This design comes from an exercise in tuning for small area and a short achievable clock period on the open sky130 flow, not from production work. In this exercise RTL edits were held to simulation tests only and were not proved equivalent to the original. No activity file was given, so power comes from the tool's default toggle rates.

==> flow/design.v, too long to show whole: its modules and the start of the top module <==
// module csa: 11 lines
// module fa: 9 lines
// module mul: 3643 lines
module mul(clk,
	   reset,
	   is_signed,
	   is_high,
	   go,
	   src_A,
	   src_B,
	   rob_ptr_in,
	   prf_ptr_in,
	   y,
	   complete,
	   rob_ptr_out,
	   prf_ptr_val_out,
	   prf_ptr_out);
  // ...
==> flow/run.sh <==
#!/bin/bash
# synth_recipe.tcl (not shown) runs the flow's synth.tcl, then flattens the netlist and writes it again
# the make line also repeats each setting of config.mk as NAME=value (left out here)
make -C /OpenROAD-flow-scripts/flow DESIGN_CONFIG=/design/flow/config.mk WORK_HOME=/design/flow/orfs CLKGATE_MAP_FILE= SYNTH_SCRIPT=/design/flow/synth_recipe.tcl finish
==> flow/config.mk <==
export PLATFORM = sky130hd
export DESIGN_NAME = mul
export DESIGN_NICKNAME = mul
export VERILOG_FILES = /design/flow/design.v
export SDC_FILE = /design/flow/constraint.sdc
export NUM_CORES = 4
export LEC_CHECK = 0
export ABC_CLOCK_PERIOD_IN_PS = 2500
export CAP_MARGIN = 20
export CORE_MARGIN = 2
export CORE_UTILIZATION = 40
export SETUP_SLACK_MARGIN = 5
export SLEW_MARGIN = 20
export SYNTH_HIERARCHICAL = 1
==> flow/constraint.sdc <==
create_clock -name core_clock -period 8.0 [get_ports {clk}]
set_input_delay 1.6000 -clock core_clock [delete_from_list [all_inputs] [get_ports {clk}]]
set_output_delay 1.6000 -clock core_clock [all_outputs]
set_load 0.01 [all_outputs]
==> results.cfg, run 1 <==
[run_status]
outcome = no timing/DRC/antenna violations

[logic_synthesis]
synthTopCellsByArea = dfxtp_1 30%, fa_1 27%, xnor2_1 14%
synthSimpleGateAreaFrac_pct = 4.48
synth_nets = 3882
synth_top_family_by_area = adder cells
synth.avg_cell_area_um2 = 11.0
synthAdderAreaFrac_pct = 30.3
yosys.area_share.xor_xnor_pct = 15.8
synth-compound-area-share_pct = 15.3
yosysWarnings = 7
synth_seq_cells = 529

[pwr]
p_switching_uw = 8460
powerDensity_mw_per_mm2 = 463
swShare_pct = 45.7
clk-power_uw = 3010
leakagePower_uw = 0.0149
power.total_uw = 18500
intPower_uw = 10100

[setup_path]
crit_path_max_fanout = 1
arrival_ns = 1.37
required_ns = 6.40
cp_slowest_cell = dfxtp_1
worst-path-buf-inv = 1

[layout]
multi_input_area_share_pct = 58.9
design.seq.count = 529
fin_util_pct = 45.2
reg_top3 = r3_y: 64 flops, r0_A: 32 flops
fill_cells = 8254
top_register = r3_y
inverters = 51
design_area_mm2 = 0.0400

[global_route]
grt_pass1_vias = 27500
antenna_found_initial = 8
grt_use_total_pct = 27.3

[timing]
rsz0062_at_grt = true
skew_ns = 0.0243

[clock_network]
cts_setup_buffers = 1
cts_sinks = 529

[place]
dp.cells = 4238

[route]
met2WireLength_mm = 53.6
vias = 26100

[worst_hold_path]
hold_path.class = flop to flop

[die]
die-area_mm2 = 0.0914
==> inputs of run 2 (changes only) <==
==> flow/flow/run.sh (new file) <==
#!/bin/bash
# The standard layout (standard.sh: unchanged synthesis, floorplan, power grid, tap
# cells, placement, CTS and routing), with the port buffers that placement inserts on every
# input and output made plain buf_2 cells instead of the default delay-buffer cell.
set -euo pipefail
bash standard.sh "BUFFER_PORTS_ARGS=-buffer_cell sky130_fd_sc_hd__buf_2" finish > standard.log 2>&1
==> flow/standard.sh (new file) <==
#!/bin/bash
# synth_recipe.tcl (not shown) runs the flow's synth.tcl, then flattens the netlist and writes it again
# the make line also repeats each setting of config.mk as NAME=value (left out here)
make -C /OpenROAD-flow-scripts/flow DESIGN_CONFIG=/design/flow/config.mk WORK_HOME=/design/flow/orfs CLKGATE_MAP_FILE= SYNTH_SCRIPT=/design/flow/synth_recipe.tcl "${@:-finish}"
--- a/flow/config.mk
+++ b/flow/config.mk
@@ -7,6 +7,5 @@
 export LEC_CHECK = 0
-export ABC_CLOCK_PERIOD_IN_PS = 2500
 export CAP_MARGIN = 20
 export CORE_MARGIN = 2
-export CORE_UTILIZATION = 40
+export CORE_UTILIZATION = 55
 export SETUP_SLACK_MARGIN = 5
removed: flow/run.sh
==> results.cfg, run 2 <==
[run_status]
outcome = no timing/DRC/antenna violations

[timing]
finalSetupViolCount = 0
relSlewSlack_pct = 36.6
tightestPinTransition_ns = 0.951
finalHoldViolCount = 0
period_share_pct = 36.8
rsz0062_at_grt = true
skew_ns = 0.0292
min_period_ns = 2.95
clock.fmax_mhz = 340
slew_violations = 0
finalSetupTns_ns = 0

[logic_synthesis]
synth_seq_cells = 529
synthTopCellsByArea = dfxtp_1 30%, fa_1 27%, xnor2_1 14%
synth_nets = 3882
synthSimpleGateAreaFrac_pct = 4.48
postSynthCellCount = 3233
synth-edff-count = 0
synth.cell_area_mm2 = 0.0356
synthAdderAreaFrac_pct = 30.3
yosysWarnings = 7
synth.avg_cell_area_um2 = 11.0
post_synth_num_cell_types = 67
muxShareOfSynthArea_pct = 0.151
yosys.area_share.xor_xnor_pct = 15.8
yosysTopAreaCell = dfxtp_1
async_reset_ff_share_pct = 0
synthTopCellsByCount = 566 x xnor2_1, 529 x dfxtp_1, 512 x a22oi_1
synth-compound-area-share_pct = 15.3
synth_top_family_by_area = adder cells
yosysMostFrequentCell = xnor2_1
synth_top_cell_area_share_pct = 29.7
ys.flop_type = dfxtp_1
yosysSeqAreaShare_pct = 29.7

[layout]
finalNonFillerCells = 4023
largest_register_ffs = 64
design_area_mm2 = 0.0386
reg_top3 = r3_y: 64 flops, r0_A: 32 flops
fin_nets = 3774
final_common_cell = xnor2_1
top_register = r3_y
final_cell_mix = 565 x xnor2_1, 512 x a22oi_1, 487 x fa_1
area_growth_pct = 8.29
drive_gt1_share_pct = 12.1

[place]
port_buffers = 156
dp.cells = 3921
dpl_cell_area_mm2 = 0.0365
hpwl_mm = 73.6
routabilityCongestion = 0.962

[setup_path]
required_ns = 8.53
critPathLaunchType = flop
arrival_ns = 3.48
end_kind = flop
path_class = flop to flop
crit_path_max_fanout = 7

[clock_network]
cts_tree = built
htreeDepth = 2
cts_sinks = 529
cts_hold_buf = 0
clk_latency_ns = 0.64
clock_path_buffers = 3
cts_buffers = 56
path_clk_slew_ns = 0.06
clockRootBuffer = clkbuf_16

[route]
via_per_inst = 6.58
firstDrtPassIters = 7
antenna_left = 0
drt_iter0_markers = 3325
vias = 26500
drc = 0
wl_per_cell_um = 29.8
wirelength_mm = 120

[die]
die_w_um = 258
die_h_um = 258
start_util_pct = 55.5
rows = 93
die-area_mm2 = 0.0668
ioPinCount = 157
coreArea_mm2 = 0.0642

[global_route]
overflow = 0
grt_pass1_wl_mm = 178
antenna_found_initial = 9
grt_use_total_pct = 36.0
grt_pass1_vias = 28200
grt_max_degree = 41

[pwr]
power.total_uw = 17900
powerDensity_mw_per_mm2 = 464
peakVddDrop_uv = 351
leakagePower_uw = 0.0146

[worst_hold_path]
hold_path.class = flop to flop

[run]
maxCapViolations = 0
run 2: cell counts after synthesis:
No cell type changed its count.
run 2: cell families (layout without fill, tap and decap cells):
group / count (synthesis) / in the layout
AO/OA/AOI/OAI: 755 / 755
multiplexers: 5 / 5
flip-flops: 529 / 529
adder cells (fa/ha/maj): 569 / 569
other: 0 / 1
AND/OR/NAND/NOR: 324 / 324
XOR/XNOR: 643 / 643
buffers and inverters: 408 / 342
run 2: repair_timing:
| action | in CTS | in global routing |
|---|---|---|
| buffers inserted | 1 | 0 |
| pin swaps | 1 | 2 |
| resized for setup | 51 | 20 |
| setup endpoints to repair | 118 | 65 |
run 2: final timing paths:
check / start / end / slack (ns) / cells past startpoint
max reg2reg: r2_42_0$_DFF_P_ / r3_y[25]$_DFF_P_ / 5.05 / 9
max: r2_42_0$_DFF_P_ / r3_y[25]$_DFF_P_ / 5.05 / 9
min reg2reg: r_prf2[3]$_DFF_P_ / r_prf3[3]$_DFF_P_ / 0.32 / 0
min: r_prf2[3]$_DFF_P_ / r_prf3[3]$_DFF_P_ / 0.32 / 0
run 2: layout make-up:
| type | count | area, um^2 |
|---|---|---|
| sequential | 529 | 10800 |
| inverter | 51 | 191 |
| antenna | 1 | 2.50 |
| clock buffer | 78 | 1580 |
| timing repair buffer | 191 | 1050 |
| tap | 855 | 1070 |
| fill | 5368 | 25700 |
| clock inverter | 22 | 283 |
| multi-input combinational | 2296 | 23600 |
run 2: critical path: stages (launching register included):
cell and delay, ns:
dfxtp_1 0.30, ha_1 0.40, a21o_1 0.22, a21o_1 0.18, a31oi_1 0.16, o21ai_0 0.17
a221oi_1 0.58, a21oi_1 0.23, or3_1 0.40, a31oi_1 0.21
run 2: where the power goes:
part / internal (uW) / switching (uW)
registers: 3940 / 861
clock network: 1540 / 1100
logic: 4250 / 6220
total: 9730 / 8170
run 2: modules after synthesis (local to each module, per instance):
module  cell area [um^2]  times used  cells inside
fa                  20.0         487             1
mul                25900           1          2746
run 2: layer usage:
metal,GRT usage (%),routed length (um)
met5,0,23
met4,16.3,6060
met3,11.2,15500
met2,55.8,53700
met1,46.4,44900
run 2: stage by stage:
step / util (%) / hold slack [ns] / setup slack, ns
after floorplan: - / 0.310 / 5.15
after global placement: 56.8 / 0.309 / 4.86
after detailed placement: 56.8 / 0.312 / 4.81
after CTS: 59.9 / 0.326 / 5.00
after global routing: 60.0 / 0.331 / 4.92
final: 60.0 / 0.324 / 5.05
==> inputs of run 3 (changes only) <==
==> flow/flow/run.sh (replaced) <==
#!/bin/bash
# The standard layout (standard.sh: unchanged synthesis, floorplan, power grid, tap
# cells, placement, CTS and routing) with two changes to how it is made:
#  - the port buffers that placement inserts on every input and output are plain buf_2
#    cells instead of the default delay-buffer cell;
#  - timing repair aims 5.2 ns below the fixed 8 ns clock period (setup margin).
set -euo pipefail
bash standard.sh "BUFFER_PORTS_ARGS=-buffer_cell sky130_fd_sc_hd__buf_2" "SETUP_SLACK_MARGIN=5.2" finish > standard.log 2>&1
--- a/flow/config.mk
+++ b/flow/config.mk
@@ -10,3 +10,4 @@
 export CORE_UTILIZATION = 55
-export SETUP_SLACK_MARGIN = 5
+export CTS_CLUSTER_DIAMETER = 60
+export CTS_CLUSTER_SIZE = 24
 export SLEW_MARGIN = 20
==> results.cfg, run 3 <==
[pwr]
comb_power_share_pct = 61.0
intPower_uw = 9730
peakVddDrop_uv = 321
swShare_pct = 46.6
p_switching_uw = 8510
powerDensity_mw_per_mm2 = 451
pwr-share-seq_pct = 25.9
leakagePower_uw = 0.0155
p_clk_share_pct = 13.1

[clock_network]
cts_tree = built
cts_sinks = 529
clk_latency_ns = 0.61
clockRootBuffer = clkbuf_16
clock_path_buffers = 3
htreeDepth = 2
cts_buffers = 44
cts_hold_buf = 0
path_clk_slew_ns = 0.09

[worst_hold_path]
hold_depth = 0
hold_end = r2_61_0$_DFF_P_
hold_path.class = flop to flop
hold_start = r1_61_0$_DFF_P_

[layout]
top_register = r3_y
drive_gt1_share_pct = 16.2
finalNonFillerCells = 4108
design_area_mm2 = 0.0405
fin_util_pct = 63.0
final_cell_mix = 559 x xnor2_1, 512 x a22oi_1, 487 x fa_1
largest_register_ffs = 64
fill_cells = 5179
seqCellArea_mm2 = 0.0108
multi_input_area_mm2 = 0.0239
final_common_cell = xnor2_1
fin_nets = 3868
area_growth_pct = 13.6
reg_top3 = r3_y: 64 flops, r0_A: 32 flops

[global_route]
grt_pass1_wl_mm = 178
grt_pass1_vias = 27700
overflow = 0
grt_use_total_pct = 35.9
antenna_found_initial = 9
grt_max_degree = 69

[place]
place_ws_ns = 4.80
routabilityCongestion = 0.980
dpl_cell_area_mm2 = 0.0365
dp.cells = 3919
port_buffers = 156
hpwl_mm = 73.2

[setup_path]
setup.reg_to_reg.worst_slack_ns = 5.16
crit_path_max_fanout = 18
end_kind = flop
path_class = flop to flop
critPathLaunchType = flop
cpPeakStageDelay_ns = 0.63
required_ns = 8.47
reg2reg_from = r0_A[14]$_DFF_P_
reg2reg_to = r1_31_3$_DFF_P_
arrival_ns = 3.32
r2r_cells = 6
cp_slowest_cell = dfxtp_4
crit_top_cell = fa_1
cp_cell_sequence = buf_12 > a22oi_1 > xnor2_1 > fa_1 > fa_1 > fa_1

[logic_synthesis]
synth_seq_cells = 529
yosysTopAreaCell = dfxtp_1
yosysSeqAreaShare_pct = 29.7
synthTopCellsByArea = dfxtp_1 30%, fa_1 27%, xnor2_1 14%
synth.avg_cell_area_um2 = 11.0
ys.flop_type = dfxtp_1
synth_nets = 3882
yosysMostFrequentCell = xnor2_1
async_reset_ff_share_pct = 0
synth-edff-count = 0
yosysWarnings = 7
synthTopCellsByCount = 566 x xnor2_1, 529 x dfxtp_1, 512 x a22oi_1
synth_top_cell_area_share_pct = 29.7
postSynthCellCount = 3233
post_synth_num_cell_types = 67
synth.cell_area_mm2 = 0.0356

[route]
antenna_left = 0
drc = 0
drt_iter0_markers = 3850
vias = 27600
firstDrtPassIters = 7
wirelength_mm = 136
via_per_inst = 6.72
wl_per_cell_um = 33.1

[die]
ioPinCount = 157
coreArea_mm2 = 0.0642
rows = 93
die-area_mm2 = 0.0668
die_w_um = 258
start_util_pct = 55.5
die_h_um = 258

[timing]
tightestPinTransition_ns = 0.758
worst_slack_ns = 5.16
finalSetupTns_ns = 0
rsz0062_at_grt = true
period_share_pct = 35.5
relSlewSlack_pct = 49.5
skew_ns = 0.0207
clock.fmax_mhz = 352
finalSetupViolCount = 0
finalHoldViolCount = 0
slew_violations = 0
min_period_ns = 2.84

[run]
maxCapViolations = 0

[run_status]
outcome = no timing/DRC/antenna violations
## run 3: layout make-up
cell class | count | area share [%]
multi-input cells | 2296 | 59.1
flip-flops and latches | 529 | 26.7
repair buffers | 297 | 7.08
clock buffers | 50 | 2.88
well taps | 855 | 2.64
clock inverters | 29 | 1.08
inverters | 51 | 0.473
diodes | 1 | 0.00618
## run 3: timing repair
| action | CTS | global route |
|---|---|---|
| buffers inserted | 10 | 99 |
| pin swaps | 8 | 26 |
| gates resized for setup | 85 | 87 |
| endpoints found under the setup margin | 186 | 107 |
## run 3: metrics by stage
step / total power, uW / hold slack, ns
finish: 18200 / 0.319
detailed placement: 15100 / 0.312
global route: 19400 / 0.326
CTS: 17600 / 0.320
floorplan: 10400 / 0.310
global placement: 14900 / 0.310
## run 3: worst max path at each step
stage	from	endpoint	slack [ns]	cells after the start
after floorplan	r0_ng_7$_DFF_P_	r1_26_3$_DFF_P_	5.20	6
after global placement	r0_A[24]$_DFF_P_	r1_26_3$_DFF_P_	4.84	5
after detailed placement	r0_A[18]$_DFF_P_	r1_25_3$_DFF_P_	4.80	5
after CTS	r0_x2_4$_DFF_P_	r1_25_3$_DFF_P_	5.14	6
after global routing	r2_45_0$_DFF_P_	r3_y[31]$_DFF_P_	5.16	9
final	r0_A[14]$_DFF_P_	r1_31_3$_DFF_P_	5.16	6
## run 3: critical path, delay by kind of cell (launching register included)
family | cells | cell delay, ns
XOR/XNOR | 1 | 0.19
flip-flops | 1 | 0.63
buffers and inverters | 1 | 0.29
AO/OA/AOI/OAI | 1 | 0.11
adder cells (fa/ha/maj) | 3 | 1.49
## run 3: cell families (layout without fill, tap and decap cells)
kind of cell | count (synthesis) | after routing | synth area share, %
multiplexers | 5 | 5 | 0.151
other | 0 | 1 | 0
adder cells (fa/ha/maj) | 569 | 569 | 30.3
flip-flops | 529 | 529 | 29.7
XOR/XNOR | 643 | 643 | 15.8
AO/OA/AOI/OAI | 755 | 755 | 15.3
AND/OR/NAND/NOR | 324 | 324 | 4.48
buffers and inverters | 408 | 427 | 4.31
## run 3: power groups by stage
stage | combinational (uW) | sequential [uW] | clock [uW]
2_1_floorplan | 5920 | 4480 | 0
3_3_place_gp | 10100 | 4810 | 0
3_5_place_dp | 10300 | 4840 | 0
4_1_cts | 10400 | 4770 | 2430
5_1_grt | 12100 | 4810 | 2520
6_report | 11100 | 4720 | 2380
## run 3: per-layer routing
metal  part of all wire (%)  GRT usage [%]  vias up
met4                    6.9           16.7        2
met3                     15           10.2      650
met2                     42           55.1     2400
li1                       -              -    11000
met5                 0.0088              0        -
met1                     36           47.2    13600
## run 3: modules after synthesis, one instance, submodules excluded
| module | area, um^2 | cells | flops+latches |
|---|---|---|---|
| fa | 20.0 | 1 | 0 |
| mul | 25900 | 2746 | 529 |

## port drivers added, routing unchanged
The flow's constraints put no driver on any port. The routed layouts listed below were extracted and timed again, unchanged, in two steps.
Step 1: set_driving_cell puts a clkbuf_16 on clk and a buf_2 on each other input, an assumption about the parent block.
Step 2 adds t to the input delays and takes it off the output delays; t is the mean of the earliest and latest rising clock arrival at the registers after step 1. Input paths then give back, and output paths get back, about the clock's delay inside the block.
Three values: ideal, step 1, step 2; two values: the first two.
run	t (ns)	setup WS [ns]	worst hold slack (ns)	worst setup path after step 2
run 1	0.714	5.032 / 4.962 / 4.965	0.326 / 0.326 / 0.326	input to register
run 2	0.695	5.055 / 5.055 / 5.055	0.324 / 0.324 / 0.324	register to register
run 3	0.669	5.158 / 5.158 / 5.158	0.319 / 0.319 / 0.319	register to register
After both steps setup and hold are still met in every run listed. For run 1, which loses most, drivers alone change the setup slack by -0.070 ns; drivers and shift together by -0.067 ns.
